This is an optimization exercise on Yosys and OpenROAD, whose aim is small area, not a production implementation.
Function was checked by simulation only, so behaviour that the tests miss may differ from the original.
No activity file was given, so power comes from the tool's default toggle rates.

Design processor, start of the top module:
module processor
(
	input wire clk_i,
	input wire rst_i,
	input wire stall_i,
	output wire [31:0] addr_o,
	input wire [31:0] data_i,
	output wire [31:0] data_o,
	output wire [3:0] data_w_o,
	output wire [2:0] data_mode_o,
	input wire [7:0] extio_in,
	output wire [7:0] extio_out
);
export LEC_CHECK = 0
export CAP_MARGIN = 20
export CORE_MARGIN = 2
export CORE_UTILIZATION = 45
export SLEW_MARGIN = 20
export SYNTH_HIERARCHICAL = 1
create_clock -name core_clock -period 12.0 [get_ports {clk_i}]
standard.sh (not shown) runs the stock make flow with config.mk's settings and CLKGATE_MAP_FILE= SYNTH_SCRIPT=/design/flow/synth_recipe.tcl, a recipe that flattens the netlist after the stock synthesis.
==> flow/flow/run.sh <==
#!/bin/bash
# Own flow: the standard layout (standard.sh) with these changes:
#  - synthesis maps with an area-leaning ABC script (flow/abc_area_relaxed.script)
#    through flow/my_abc_synth.tcl, which is synth_recipe.tcl with the abc call
#    redirected (same registers, flattening and renaming);
#  - every port still gets a buffer, a sky130_fd_sc_hd__buf_1;
#  - clock tree built from clkbuf_8 in clusters of up to 12 sinks, without dummy loads;
set -euo pipefail
W=$(pwd)
bash standard.sh finish \
  SYNTH_SCRIPT="$W/flow/my_abc_synth.tcl" \
  "BUFFER_PORTS_ARGS=-buffer_cell sky130_fd_sc_hd__buf_1" \
  "CTS_ARGS=-sink_clustering_enable -repair_clock_nets -buf_list sky130_fd_sc_hd__clkbuf_8 -sink_clustering_size 12 -sink_clustering_max_diameter 80 -dont_use_dummy_load" \
  > "$W/standard_flow.log" 2>&1
test -f "$W/out/final.def"
==> flow/flow/abc_area_relaxed.script <==
&get -n
&st
&dch
&nf -R 1000 -p
&put
buffer -c
topo
stime -c
upsize -c
dnsize -c
==> flow/flow/my_abc_synth.tcl <==
proc synth {args} { yosys synth -nofsm -noshare {*}$args }
# map with an area-leaning ABC script in place of ORFS's speed script
set ::my_abc_script [file join [file dirname [file normalize [info script]]] abc_area_relaxed.script]
proc abc {args} {
  set i [lsearch -exact $args -script]
  if {$i >= 0} { lset args [expr {$i + 1}] $::my_abc_script }
  yosys abc {*}$args
}
source $::env(SCRIPTS_DIR)/synth.tcl
# left out here: clear keep_hierarchy, flatten, clean up, hide names made inside functions, write 1_2_yosys.v
Edit:
--- a/flow/flow/run.sh
+++ b/flow/flow/run.sh
@@ -6,3 +6,3 @@
 #  - every port still gets a buffer, a sky130_fd_sc_hd__buf_1;
-#  - clock tree built from clkbuf_8 in clusters of up to 12 sinks, without dummy loads;
+#  - clock tree built from clkbuf_8 without dummy loads;
 set -euo pipefail
@@ -12,3 +12,3 @@
   "BUFFER_PORTS_ARGS=-buffer_cell sky130_fd_sc_hd__buf_1" \
-  "CTS_ARGS=-sink_clustering_enable -repair_clock_nets -buf_list sky130_fd_sc_hd__clkbuf_8 -sink_clustering_size 12 -sink_clustering_max_diameter 80 -dont_use_dummy_load" \
+  "CTS_ARGS=-sink_clustering_enable -repair_clock_nets -buf_list sky130_fd_sc_hd__clkbuf_8 -dont_use_dummy_load" \
   > "$W/standard_flow.log" 2>&1
==> flow/flow/abc_area_relaxed.script (replaced) <==
&get -n
&st
&dch
&nf -R 1000 -p
&put
topo
stime -c
Effect: Hold slack gets better by 38 ps. Sequential power is about the same. Cell area rises by about 0.7%. Combinational power rises by about 2%. Synthesized cell count falls by about 8%. Worst setup slack gets worse by 660 ps. Fmax falls by 5.7%. Routed wire length rises by 6.3%. Power rises by 6.9%.


Setup of the baseline:
processor, a different RTL version from the one above (not shown whole).
Size: roughly 0.041 mm^2 of cells after synthesis.
clock: 12.0 ns
lec_check: 0
cap_margin: 20
core_margin: 2
core_utilization: 40
slew_margin: 20
synth_hierarchical: 1
==> flow/flow/run.sh <==
#!/bin/bash
# Own flow: the standard layout (standard.sh) unchanged except that
# synthesis maps with an area-leaning ABC script (flow/abc_area_relaxed.script)
# through flow/my_abc_synth.tcl, which is synth_recipe.tcl with the abc call
# redirected. Registers, flattening and renaming are those of synth_recipe.tcl.
set -euo pipefail
W=$(pwd)
bash standard.sh finish SYNTH_SCRIPT="$W/flow/my_abc_synth.tcl" > "$W/standard_flow.log" 2>&1
test -f "$W/out/final.def"
==> flow/flow/abc_area_relaxed.script <==
&get -n
&st
&dch
&nf -R 1000 -p
&put
buffer -c
topo
stime -c
upsize -c
dnsize -c
Scripts as last shown in full above: flow/flow/my_abc_synth.tcl
The baseline: flow completed, timing, DRC and antenna clean
--- input diff the baseline..the candidate ---
# the baseline
export LEC_CHECK = 0
export CAP_MARGIN = 20
export CORE_MARGIN = 2
export CORE_UTILIZATION = 40
export SLEW_MARGIN = 20
export SYNTH_HIERARCHICAL = 1
create_clock -name core_clock -period 12.0 [get_ports {clk_i}]
# the candidate
export LEC_CHECK = 0
export CAP_MARGIN = 20
export CORE_MARGIN = 2
export CORE_UTILIZATION = 40
export CTS_BUF_LIST = sky130_fd_sc_hd__clkbuf_8
export SLEW_MARGIN = 20
export SYNTH_HIERARCHICAL = 1
create_clock -name core_clock -period 12.0 [get_ports {clk_i}]
==> flow/run.sh (new file) <==
#!/bin/bash
# synth_recipe.tcl (not shown) runs the flow's synth.tcl, then flattens the netlist and writes it again
# the make line also repeats each setting of config.mk as NAME=value (left out here)
make -C /OpenROAD-flow-scripts/flow DESIGN_CONFIG=/design/flow/config.mk WORK_HOME=/design/flow/orfs CLKGATE_MAP_FILE= SYNTH_SCRIPT=/design/flow/synth_recipe.tcl finish
removed: flow/flow/run.sh
removed: flow/flow/abc_area_relaxed.script
removed: flow/flow/my_abc_synth.tcl
removed: flow/standard.sh
--- outcome ---
Chip height, the baseline and the candidate: higher on the candidate
The sum of met2 wire segment lengths after detailed routing of the candidate exceeds that of the baseline by 8.9%.
Taking the baseline over the candidate, the combinational power ratio works out to 0.868.
Measured against each other, the baseline and the candidate differ in non-clock buffer count, the lower figure coming from the candidate.
Fraction of power consumed by the clock network in the candidate is 3.6 points lower than in the baseline
Min count of clock-buffer cells in the layout across the baseline and the candidate: the baseline
Across both runs, worst IR drop on VDD was lower for the candidate than for the baseline.
The candidate ended up with core.ir[23] as its critical path startpoint; the baseline ended up with core.ir[21].

[re-timing with driven ports]
The results above use ideal ports. As a check the final layouts listed here were re-extracted and re-timed, cells and wires unchanged.
Step 1 assumes that a clkbuf_16 drives the clock port and a buf_2 every other input.
Step 2 times the ports against the registers' clock, not the clock port: input delays grow and output delays shrink by t, the midpoint of the rising clock arrivals with the driver on.
a / b / c = no drivers / after step 1 / after step 2; a / b = the first two.
run	t (ns)	setup slack, ns	worst setup path after step 2	worst data-port slew with drivers (ns)	cell pins on the clock port's net
the first run of note 1	0.744	1.127 / 1.063 / 1.808	register to output	0.05	1
the second run of note 1	0.826	0.467 / 0.409 / 1.234	register to output	0.04	1
the baseline	0.716	1.007 / 0.937 / 1.654	register to output	0.04	1
the candidate	0.845	1.009 / 0.946 / 1.791	register to output	0.07	1
After both steps every run listed still meets setup and hold.
